What follows belongs to an exercise in optimizing a design on an open flow for small area and a short achievable clock period; a production flow would make more cautious choices.
Where RTL was checked, it was by simulation tests only, not by an equivalence proof against the original.
The RTL of run 2 was laid out without a check of its function.
Power and IR drop assume default switching activity.

## flow/design.v (module list and top-level ports; edited modules follow where they fit)
// module Adder32Bit: 5 lines
// module SignExtender: 8 lines
// module fullAdder: 6 lines
// module halfAdder: 6 lines
// module boothSel: 5 lines
// module boothSel0: 5 lines
// module gpCell: 5 lines
// module andCell: 5 lines
// module xorCell: 5 lines
// module xnorCell: 5 lines
// module norCell: 5 lines
// module alu_stage: 725 lines
module alu_stage(clk, a, b, imm, alu_src, alu_ctl, result, zero);
  // ...
==> flow/flow/run.sh <==
#!/bin/bash
# Layout flow: the standard flow (the standard.sh), except that
#  - the arithmetic primitive modules (full/half adders, Booth selectors) are
#    synthesized as the library cells given in flow/cells.v (the rest of the
#    design goes through the standard synthesis unchanged), each module kept
#    whole until the final flatten;
#  - ports are buffered with buf_2 cells;
#  - flip-flops driving many pins are upsized before the placement repair.
set -euo pipefail
python3 flow/map.py design.v flow/cells.v design_mapped.v > map.log 2>&1
bash standard.sh VERILOG_FILES="$PWD/design_mapped.v" \
  BUFFER_PORTS_ARGS="-buffer_cell sky130_fd_sc_hd__buf_2" \
  PRE_RESIZE_TCL="$PWD/flow/pre_resize.tcl" finish > standard.log 2>&1
==> flow/flow/cells.v <==
// Cell-level bodies for the design's arithmetic primitive modules. map.py puts
// these in place of the RTL bodies of the modules of the same names.
module fullAdder(cin, x, y, cout, s);
	input cin, x, y;
	output cout, s;
	sky130_fd_sc_hd__fa_1 c(.A(x), .B(y), .CIN(cin), .COUT(cout), .SUM(s));
endmodule
module halfAdder(x, y, cout, s);
	input x, y;
	output cout, s;
	sky130_fd_sc_hd__ha_1 c(.A(x), .B(y), .COUT(cout), .SUM(s));
endmodule
module boothSel(onen, twon, inv, an1, an0, pp);
	input onen, twon, inv, an1, an0;
	output pp;
	wire n;
	sky130_fd_sc_hd__o22ai_1 c0(.A1(onen), .A2(an1), .B1(twon), .B2(an0), .Y(n));
	sky130_fd_sc_hd__xor2_1 c1(.A(n), .B(inv), .X(pp));
endmodule
module boothSel0(onen, inv, an1, pp);
	input onen, inv, an1;
	output pp;
	wire n;
	sky130_fd_sc_hd__nor2_1 c0(.A(onen), .B(an1), .Y(n));
	sky130_fd_sc_hd__xor2_1 c1(.A(n), .B(inv), .X(pp));
endmodule
module gpCell(gh, ph, gl, g);
	input gh, ph, gl;
	output g;
	sky130_fd_sc_hd__a21o_1 c(.A1(ph), .A2(gl), .B1(gh), .X(g));
endmodule
module andCell(x, y, z);
	input x, y;
	output z;
	sky130_fd_sc_hd__and2_1 c(.A(x), .B(y), .X(z));
endmodule
module xorCell(x, y, z);
	input x, y;
	output z;
	sky130_fd_sc_hd__xor2_1 c(.A(x), .B(y), .X(z));
endmodule
module xnorCell(x, y, z);
	input x, y;
	output z;
	sky130_fd_sc_hd__xnor2_1 c(.A(x), .B(y), .Y(z));
endmodule
module norCell(x, y, z);
	input x, y;
	output z;
	sky130_fd_sc_hd__nor2_1 c(.A(x), .B(y), .Y(z));
endmodule
==> flow/flow/map.py <==
#!/usr/bin/env python3
"""map.py DESIGN CELLS OUT: copy DESIGN to OUT with the body of every module
that CELLS also defines replaced by CELLS's cell-level body."""
import re, sys
design, cells, out = sys.argv[1:4]
mod = re.compile(r'^\s*module\s+(\w+).*?^\s*endmodule\b', re.S | re.M)
repl = {m.group(1): m.group(0) for m in mod.finditer(open(cells).read())}
done = set()
def sub(m):
    name = m.group(1)
    if name in repl:
        done.add(name)
        return repl[name]
    return m.group(0)
text = mod.sub(sub, open(design).read())
missing = set(repl) - done
if missing:
    sys.exit(f"map.py: modules not found in {design}: {sorted(missing)}")
open(out, 'w').write(text)
==> flow/flow/pre_resize.tcl <==
# Before the placement repair: flip-flops whose output drives many pins get
# the library's strongest version of their own cell type.
set n 0
foreach inst [get_cells *] {
  set ref [get_property $inst ref_name]
  if {$ref ne "sky130_fd_sc_hd__dfxtp_1"} { continue }
  set q [get_pins -of_objects $inst -filter "direction == output"]
  set net [get_nets -of_objects $q]
  set fo [llength [get_pins -of_objects $net -filter "direction == input"]]
  if {$fo >= 8} {
    replace_cell $inst sky130_fd_sc_hd__dfxtp_4
    incr n
  }
}
puts "pre_resize: $n flip-flops upsized"
==> flow/standard.sh <==
#!/bin/bash
# synth_recipe.tcl (not shown) runs the flow's synth.tcl, then flattens the netlist and writes it again
# the make line also repeats each setting of config.mk as NAME=value (left out here)
make -C /OpenROAD-flow-scripts/flow DESIGN_CONFIG=/design/flow/config.mk WORK_HOME=/design/flow/orfs CLKGATE_MAP_FILE= SYNTH_SCRIPT=/design/flow/synth_recipe.tcl "${@:-finish}"
==> flow/config.mk <==
export PLATFORM = sky130hd
export DESIGN_NAME = alu_stage
export DESIGN_NICKNAME = alu_stage
export VERILOG_FILES = /design/flow/design.v
export SDC_FILE = /design/flow/constraint.sdc
export NUM_CORES = 4
export LEC_CHECK = 0
export ABC_AREA = 1
export CAP_MARGIN = 20
export CORE_MARGIN = 2
export CORE_UTILIZATION = 40
export CTS_BUF_LIST = sky130_fd_sc_hd__clkbuf_8
export SLEW_MARGIN = 70
export SYNTH_HIERARCHICAL = 1
export SYNTH_MINIMUM_KEEP_SIZE = 0
==> flow/constraint.sdc <==
create_clock -name core_clock -period 15.0 [get_ports {clk}]
set_input_delay 3.0000 -clock core_clock [delete_from_list [all_inputs] [get_ports {clk}]]
set_output_delay 3.0000 -clock core_clock [all_outputs]
set_load 0.01 [all_outputs]
==> flow_summary_export.csv, run 1 <==
group,metric,value,unit
clocking,holdBufCountCts,0,
synth,yosysTopAreaCell,"fa_1",
finish,clk_share,0.0226,
power_and_ir_drop,p_seq,573,uW
synth,syn-num-nets,2203,
worst_setup_path,cp-start-kind,"flop",
global_route,grt_usage,0.262,
worst_setup_path,cp.arrival,2.03,ns
synth,synth_top_family_by_area,"adder cells",
detailed_routing,m1WireLength,23200,um
place,io_buffers,111,
clocking,cts.repair.resized,0,
run_status,status,"timing/DRC/antenna clean",
worst_setup_path,reg2reg_depth,13,
timing,holdWs,0.759,ns
synth,netlist_top_cells_area,"fa_1 29%, dfxtp_1 19%, xor2_1 16%, o22ai_1 9.8%, nand2_1 5.8%",
worst_setup_path,end_kind,"output port",
detailed_routing,top_layer_used,"met4",
detailed_routing,drt-pass1-iter-count,7,
detailed_routing,wl_met2,24700,um
worst_setup_path,r2r_slack,10.22,ns
synth,ys_seq_area_frac,0.188,
clocking,cts_made_buffers,17,
global_route,busiest_layer,"met2",
floorplanning,start_util,0.404,
power_and_ir_drop,clock_power,358,uW
global_route,antenna_found_initial,0,
power_and_ir_drop,p_int,1530,uW
worst_hold_path,holdCritPathClass,"flop to flop",
synth,synthSimpleGateAreaFrac,0.113,
worst_setup_path,cp_max_fo,4,
synth,ys.flop_type,"dfxtp_1",
finish,ff_latch_area,3200,um^2
global_route,grt_pass1_vias,14600,
synth,synth_common_cells,"298 x xor2_1, 256 x o22ai_1, 255 x nand2_1, 241 x fa_1, 154 x dfxtp_1",
clocking,h-tree-depth,4,
synth,avgSynthCellArea,9.02,um^2
worst_setup_path,critPathSlowestCell,"dfxtp_1",
detailed_routing,num_vias,14300,
worst_setup_path,r2r_end,"zh_q",
finish,multi_input_area_share,0.685,
==> run 2, diff against run 1 <==
--- a/flow/design.v
+++ b/flow/design.v
@@ -48,21 +48,16 @@
 	output z;
 	assign z = x ^ y;
 endmodule
 module xnorCell(x, y, z);
 	input x, y;
 	output z;
 	assign z = ~(x ^ y);
 endmodule
-module norCell(x, y, z);
-	input x, y;
-	output z;
-	assign z = ~(x | y);
-endmodule
 module alu_stage(clk, a, b, imm, alu_src, alu_ctl, result, zero);
 	input clk;
 	input [31:0] a, b;
 	input [9:0] imm;
 	input alu_src;
 	input [2:0] alu_ctl;
 	output [31:0] result;
 	output zero;
@@ -710,71 +705,75 @@
 	halfAdder hpg0(x[24], y[24], hg[0], hp[0]);
 	halfAdder hpg1(x[25], y[25], hg[1], hp[1]);
 	halfAdder hpg2(x[26], y[26], hg[2], hp[2]);
 	halfAdder hpg3(x[27], y[27], hg[3], hp[3]);
 	halfAdder hpg4(x[28], y[28], hg[4], hp[4]);
 	halfAdder hpg5(x[29], y[29], hg[5], hp[5]);
 	halfAdder hpg6(x[30], y[30], hg[6], hp[6]);
 	halfAdder hpg7(x[31], y[31], hg[7], hp[7]);
-	wire [7:1] heq, hn;
-	norCell hn1(x[24], y[24], hn[1]);
-	xorCell hz1(hp[1], hn[1], heq[1]);
-	norCell hn2(x[25], y[25], hn[2]);
-	xorCell hz2(hp[2], hn[2], heq[2]);
-	norCell hn3(x[26], y[26], hn[3]);
-	xorCell hz3(hp[3], hn[3], heq[3]);
-	norCell hn4(x[27], y[27], hn[4]);
-	xorCell hz4(hp[4], hn[4], heq[4]);
-	norCell hn5(x[28], y[28], hn[5]);
-	xorCell hz5(hp[5], hn[5], heq[5]);
-	norCell hn6(x[29], y[29], hn[6]);
-	xorCell hz6(hp[6], hn[6], heq[6]);
-	norCell hn7(x[30], y[30], hn[7]);
-	xorCell hz7(hp[7], hn[7], heq[7]);
+	wire bg1_1, bp1_1;
+	gpCell bgc1_1(hg[1], hp[1], hg[0], bg1_1);
+	andCell bpc1_1(hp[1], hp[0], bp1_1);
+	wire bg1_3, bp1_3;
+	gpCell bgc1_3(hg[3], hp[3], hg[2], bg1_3);
+	andCell bpc1_3(hp[3], hp[2], bp1_3);
+	wire bg1_5, bp1_5;
+	gpCell bgc1_5(hg[5], hp[5], hg[4], bg1_5);
+	andCell bpc1_5(hp[5], hp[4], bp1_5);
+	wire bg2_2, bp2_2;
+	gpCell bgc2_2(hg[2], hp[2], bg1_1, bg2_2);
+	andCell bpc2_2(hp[2], bp1_1, bp2_2);
+	wire bg2_3, bp2_3;
+	gpCell bgc2_3(bg1_3, bp1_3, bg1_1, bg2_3);
+	andCell bpc2_3(bp1_3, bp1_1, bp2_3);
+	wire bg2_6, bp2_6;
+	gpCell bgc2_6(hg[6], hp[6], bg1_5, bg2_6);
+	andCell bpc2_6(hp[6], bp1_5, bp2_6);
+	wire bg3_4, bp3_4;
+	gpCell bgc3_4(hg[4], hp[4], bg2_3, bg3_4);
+	andCell bpc3_4(hp[4], bp2_3, bp3_4);
+	wire bg3_5, bp3_5;
+	gpCell bgc3_5(bg1_5, bp1_5, bg2_3, bg3_5);
+	andCell bpc3_5(bp1_5, bp2_3, bp3_5);
+	wire bg3_6, bp3_6;
+	gpCell bgc3_6(bg2_6, bp2_6, bg2_3, bg3_6);
+	andCell bpc3_6(bp2_6, bp2_3, bp3_6);
+	wire [6:0] bg = {bg3_6, bg3_5, bg3_4, bg2_3, bg2_2, bg1_1, hg[0]};
+	wire [6:0] bp = {bp3_6, bp3_5, bp3_4, bp2_3, bp2_2, bp1_1, hp[0]};
+	wire [7:1] heq;
+	xnorCell hz1(hp[1], hg[0] | hp[0], heq[1]);
+	xnorCell hz2(hp[2], hg[1] | hp[1], heq[2]);
+	xnorCell hz3(hp[3], hg[2] | hp[2], heq[3]);
+	xnorCell hz4(hp[4], hg[3] | hp[3], heq[4]);
+	xnorCell hz5(hp[5], hg[4] | hp[4], heq[5]);
+	xnorCell hz6(hp[6], hg[5] | hp[5], heq[6]);
+	xnorCell hz7(hp[7], hg[6] | hp[6], heq[7]);
 	reg [23:0] lo_q;
 	reg c_q;
 	reg [7:0] p_q;
-	reg [6:0] g_q;
+	reg [6:0] bg_q, bp_q;
 	reg zh_q;
 	always@(posedge clk) begin
 		lo_q <= lo[23:0];
 		c_q <= lo[24];
 		p_q <= hp;
-		g_q <= hg[6:0];
+		bg_q <= bg;
+		bp_q <= bp;
 		zh_q <= &heq;
 	end
-	wire hg0_0;
-	gpCell gp0_0(g_q[0], p_q[0], c_q, hg0_0);
-	wire hg1_1;
-	gpCell gp1_1(g_q[1], p_q[1], hg0_0, hg1_1);
-	wire hg1_3;
-	gpCell gp1_3(g_q[3], p_q[3], g_q[2], hg1_3);
-	wire hp1_3;
-	andCell pa1_3(p_q[3], p_q[2], hp1_3);
-	wire hg1_5;
-	gpCell gp1_5(g_q[5], p_q[5], g_q[4], hg1_5);
-	wire hp1_5;
-	andCell pa1_5(p_q[5], p_q[4], hp1_5);
-	wire hg2_2;
-	gpCell gp2_2(g_q[2], p_q[2], hg1_1, hg2_2);
-	wire hg2_3;
-	gpCell gp2_3(hg1_3, hp1_3, hg1_1, hg2_3);
-	wire hg2_6;
-	gpCell gp2_6(g_q[6], p_q[6], hg1_5, hg2_6);
-	wire hp2_6;
-	andCell pa2_6(p_q[6], hp1_5, hp2_6);
-	wire hg3_4;
-	gpCell gp3_4(g_q[4], p_q[4], hg2_3, hg3_4);
-	wire hg3_5;
-	gpCell gp3_5(hg1_5, hp1_5, hg2_3, hg3_5);
-	wire hg3_6;
-	gpCell gp3_6(hg2_6, hp2_6, hg2_3, hg3_6);
-	wire [7:0] hcy = {hg3_6, hg3_5, hg3_4, hg2_3, hg2_2, hg1_1, hg0_0, c_q};
-	wire [7:0] hi;
+	wire [7:0] hcy, hi;
+	assign hcy[0] = c_q;
+	gpCell hc1(bg_q[0], bp_q[0], c_q, hcy[1]);
+	gpCell hc2(bg_q[1], bp_q[1], c_q, hcy[2]);
+	gpCell hc3(bg_q[2], bp_q[2], c_q, hcy[3]);
+	gpCell hc4(bg_q[3], bp_q[3], c_q, hcy[4]);
+	gpCell hc5(bg_q[4], bp_q[4], c_q, hcy[5]);
+	gpCell hc6(bg_q[5], bp_q[5], c_q, hcy[6]);
+	gpCell hc7(bg_q[6], bp_q[6], c_q, hcy[7]);
 	xorCell hs0(p_q[0], hcy[0], hi[0]);
 	xorCell hs1(p_q[1], hcy[1], hi[1]);
 	xorCell hs2(p_q[2], hcy[2], hi[2]);
 	xorCell hs3(p_q[3], hcy[3], hi[3]);
 	xorCell hs4(p_q[4], hcy[4], hi[4]);
 	xorCell hs5(p_q[5], hcy[5], hi[5]);
 	xorCell hs6(p_q[6], hcy[6], hi[6]);
 	xorCell hs7(p_q[7], hcy[7], hi[7]);
==> flow/flow/run.sh (replaced) <==
#!/bin/bash
# Layout flow: the standard flow (the standard.sh), except that
#  - the arithmetic primitive modules (full/half adders, Booth selectors) are
#    synthesized as the library cells given in flow/cells.v (the rest of the
#    design goes through the standard synthesis unchanged), each module kept
#    whole until the final flatten;
#  - ports are buffered with buf_4 cells;
#  - flip-flops driving many pins are upsized before the placement repair.
set -euo pipefail
python3 flow/map.py design.v flow/cells.v design_mapped.v > map.log 2>&1
bash standard.sh VERILOG_FILES="$PWD/design_mapped.v" \
  BUFFER_PORTS_ARGS="-buffer_cell sky130_fd_sc_hd__buf_4" \
  PRE_RESIZE_TCL="$PWD/flow/pre_resize.tcl" finish > standard.log 2>&1
--- a/flow/flow/cells.v
+++ b/flow/flow/cells.v
@@ -39,13 +39,8 @@
 	output z;
 	sky130_fd_sc_hd__xor2_1 c(.A(x), .B(y), .X(z));
 endmodule
 module xnorCell(x, y, z);
 	input x, y;
 	output z;
 	sky130_fd_sc_hd__xnor2_1 c(.A(x), .B(y), .Y(z));
 endmodule
-module norCell(x, y, z);
-	input x, y;
-	output z;
-	sky130_fd_sc_hd__nor2_1 c(.A(x), .B(y), .Y(z));
-endmodule
==> flow/config.mk (replaced) <==
export PLATFORM = sky130hd
export DESIGN_NAME = alu_stage
export DESIGN_NICKNAME = alu_stage
export VERILOG_FILES = /design/flow/design.v
export SDC_FILE = /design/flow/constraint.sdc
export NUM_CORES = 4
export LEC_CHECK = 0
export ABC_AREA = 1
export CAP_MARGIN = 20
export CORE_MARGIN = 2
export CORE_UTILIZATION = 40
export SLEW_MARGIN = 70
export SYNTH_HIERARCHICAL = 1
export SYNTH_MINIMUM_KEEP_SIZE = 0
==> run 2 against run 1 <==
Net effect: final area increased by 3.6%; first-iteration DRC count down 3.8%; critical path type is now flop to flop; critical path depth rose by 8; via count up 0.76%; combinational power up 19%; count of clock-buffer cells in the layout is 4 higher; still clean; wire length grew 3.7%.
==> flow_summary_export.csv, run 2 <==
group,metric,value,unit
floorplanning,core-area,40900,um^2
floorplanning,rows,74,
power_and_ir_drop,clkPwrFrac,0.127,
clocking,h-tree-depth,4,
synth,synth_common_cells,"291 x xor2_1, 256 x o22ai_1, 247 x nand2_1, 241 x fa_1, 160 x dfxtp_1",
floorplanning,io_pins,112,
clocking,clk_pin_slew_worst_paths,0.07,ns
timing,fmax,193,MHz
synth,syn_inst,1832,
detailed_routing,wl_per_cell,22.2,um
synth,synth_cell_types,29,
clocking,clock_path_buffers,2,
power_and_ir_drop,p_leak,0.0103,uW
run_status,status,"timing/DRC/antenna clean",
timing,tightest_slew,0.461,ns
clocking,cts_tree,"done",
synth,yosys_warnings,7,
synth,ys_seq_area_frac,0.193,
power_and_ir_drop,swShare,0.477,
worst_setup_path,cp.arrival,5.60,ns
synth,syn-num-nets,2216,
worst_hold_path,min_path_cells,2,
timing,drv_slew,0,
power_and_ir_drop,ir_worst_vdd,230,uV
finish,nets,2366,
place,place_area,18500,um^2
synth,ys.flop_type,"dfxtp_1",
worst_setup_path,cp_max_fo,25,
worst_setup_path,end_kind,"flop",
finish,utilization,0.468,
synth,synth_edf_count,0,
clocking,cts_sinks,160,
finish,final_common_cell,"xor2_1",
finish,reg_top3,"an_q x32, cr_q x32, lo_q x24",
finish,n_antenna_cell,0,
place,io_buffers,111,
clocking,cts_made_buffers,17,
global_route,grt_usage,0.262,
detailed_routing,vias_per_cell,5.69,
worst_setup_path,cp.required,15.41,ns
worst_hold_path,holdCritPathClass,"flop to flop",
clocking,cts.repair.resized,0,
timing,final-hold-violation-count,0,
synth,avgSynthCellArea,9.07,um^2
detailed_routing,drc,0,
timing,fin_crit,5.19,ns
synth,syn_area,16600,um^2
synth,synth_top_area_share,0.290,
detailed_routing,ant_nets,0,
floorplanning,die_w,208,um
finish,drive_gt1_frac,0.119,
power_and_ir_drop,pwr-share-comb,0.704,
clocking,cts-root-buf,"clkbuf_16",
timing,rsz0062_at_grt,"no",
timing,post-route-period-util,0.346,
place,dp_hpwl,40400,um
worst_setup_path,worst-setup-path-type,"flop to flop",
detailed_routing,drt-pass1-iter-count,6,
worst_setup_path,reg2reg_depth,14,
floorplanning,start_util,0.406,
synth,async_flop_share,0,
floorplanning,die_h,208,um
detailed_routing,num_vias,14400,
floorplanning,dieArea,43200,um^2
job,maxCapViolations,0,
power_and_ir_drop,total_power,3550,uW
synth,yosysMostFrequentCell,"xor2_1",
global_route,grt_pass1_vias,15000,
global_route,antenna_found_initial,0,
power_and_ir_drop,p_switching,1690,uW
worst_setup_path,cp-start-kind,"flop",
clocking,clock_latency,0.48,ns
synth,yosysTopAreaCell,"fa_1",
finish,final_cell_mix,"291 x xor2_1, 256 x o22ai_1, 246 x nand2_1, 241 x fa_1",
place,gp_congestion,0.906,
power_and_ir_drop,cellPowerDensity,185,nW/um^2
detailed_routing,drtIter0Drc,1211,
timing,setup_tns,0,ns
synth,ys_ff_latch,160,
timing,fin_skew,0.0184,ns
synth,netlist_top_cells_area,"fa_1 29%, dfxtp_1 19%, xor2_1 15%, o22ai_1 9.6%, nand2_1 5.6%",
clocking,holdBufCountCts,0,
finish,area_growth,15.3,%
global_route,grt-ovfl-total,0,
timing,relSlewSlack,0.693,
global_route,grt_max_degree,38,
finish,finalInstanceArea,19100,um^2
detailed_routing,drt_wl_total,56000,um
clocking,cts_post_setup_buffers_inserted,0,
power_and_ir_drop,seq_power_share,0.169,
global_route,grt_pass1_wl,87400,um
timing,final-setup-viol-count,0,
power_and_ir_drop,p_int,1850,uW
run 2: cell count changes after synthesis, moves of 6 or more:
cell     delta
dfxtp_1     +6
a21o_1      +6
xnor2_1     +7
nand2_1     -8
or2_2       +7
xor2_1      -7
and2_1      +7
run 2: layout make-up:
class,count,area [um^2]
repair buffers,155,1270
flip-flops and latches,160,3320
fillers,3966,21800
clock inverters,9,93.8
inverters,146,556
clock buffers,22,484
well taps,532,666
multi-input cells,1502,12800
run 2: final timing paths:
kind	startpoint	end	slack (ns)
hold reg to reg	k0_q	lo_q[0]	0.74
setup reg to reg	onen_q[1]	zh_q	9.81
hold / removal	k0_q	lo_q[0]	0.74
setup / recovery	onen_q[1]	zh_q	9.81
run 2: per-module statistics from Yosys, one instance, submodules excluded, a selection:
module,flip-flops and latches,cells,area (um^2),times used
boothSel,0,2,15.0,256
boothSel0,0,2,12.5,16
alu_stage,160,967,6940,1
xnorCell,0,1,8.76,8
fullAdder,0,1,20.0,240
andCell,0,1,6.26,9
gpCell,0,1,7.51,16
run 2: through the flow:
| stage | setup slack (ns) | hold slack [ns] | instances |
|---|---|---|---|
| 2_1_floorplan | 9.80 | 0.530 | 1832 |
| 3_3_place_gp | 9.81 | 0.686 | 2490 |
| 3_5_place_dp | 9.89 | 0.703 | 2494 |
| 4_1_cts | 9.87 | 0.724 | 2525 |
| 5_1_grt | 9.60 | 0.758 | 2526 |
| 6_report | 9.81 | 0.735 | 2526 |
run 2: metal layers:
| metal | wire [um] | vias up | global-route usage | share of wire |
|---|---|---|---|---|
| met5 | 0 | - | 0 | 0 |
| met2 | 24900 | 756 | 0.402 | 0.44 |
| met4 | 2060 | 0 | 0.102 | 0.037 |
| met3 | 5200 | 138 | 0.0575 | 0.093 |
| li1 | - | 6546 | - | - |
| met1 | 23900 | 6932 | 0.359 | 0.43 |
run 2: cell families (layout without fill, tap and decap cells):
logic type / after synthesis / count (layout) / synth area share
AO/OA/AOI/OAI: 445 / 445 / 0.156
XOR/XNOR: 299 / 299 / 0.158
adder cells (fa/ha/maj): 305 / 305 / 0.339
buffers and inverters: 170 / 332 / 0.0405
flip-flops: 160 / 160 / 0.193
AND/OR/NAND/NOR: 453 / 453 / 0.114
run 2: power by group through the flow:
stage	registers [uW]	logic [uW]	clock network, uW
3_3_place_gp	612	2470	0
6_report	600	2500	451
5_1_grt	608	2840	475
3_5_place_dp	610	2500	0
2_1_floorplan	623	1780	0
4_1_cts	600	2520	456
run 2: worst max-delay path, stage by stage, from the launching register on:
cell     delay (ns)
dfxtp_1        0.43
buf_4          0.38
o22ai_1        0.20
xor2_1         0.22
fa_1           0.46
fa_1           0.52
fa_1           0.45
fa_1           0.43
fa_1           0.53
fa_1           0.42
ha_1           0.36
or2_2          0.33
xnor2_1        0.13
nand4_1        0.14
nor2_1         0.12

## afterwards: timing with drivers on the ports
In the flow no input, the clock included, has a driving cell. The finished layouts below were timed again as built, in two steps. Step 1 sets driving cells, clkbuf_16 on the clock port and buf_2 on the other inputs (assumed; they add their load-dependent delay and slew). Step 2 also shifts input and output timing later by t, the mid clock arrival at the registers, as if the neighbouring blocks saw the same clock. Three values: no drivers, after step 1, after step 2; two values: the first two.
run	shift t [ns]	slack for setup (ns)	hold WS [ns]	latest minus earliest clock arrival (ns)	worst register clock-pin slew, ns
run 1	0.556	9.974 / 9.927 / 10.218	0.759 / 0.759 / 0.759	0.027 / 0.027	0.11 / 0.11
run 2	0.521	9.810 / 9.810 / 9.810	0.735 / 0.735 / 0.735	0.019 / 0.018	0.08 / 0.08
After both steps every run listed still meets setup and hold.
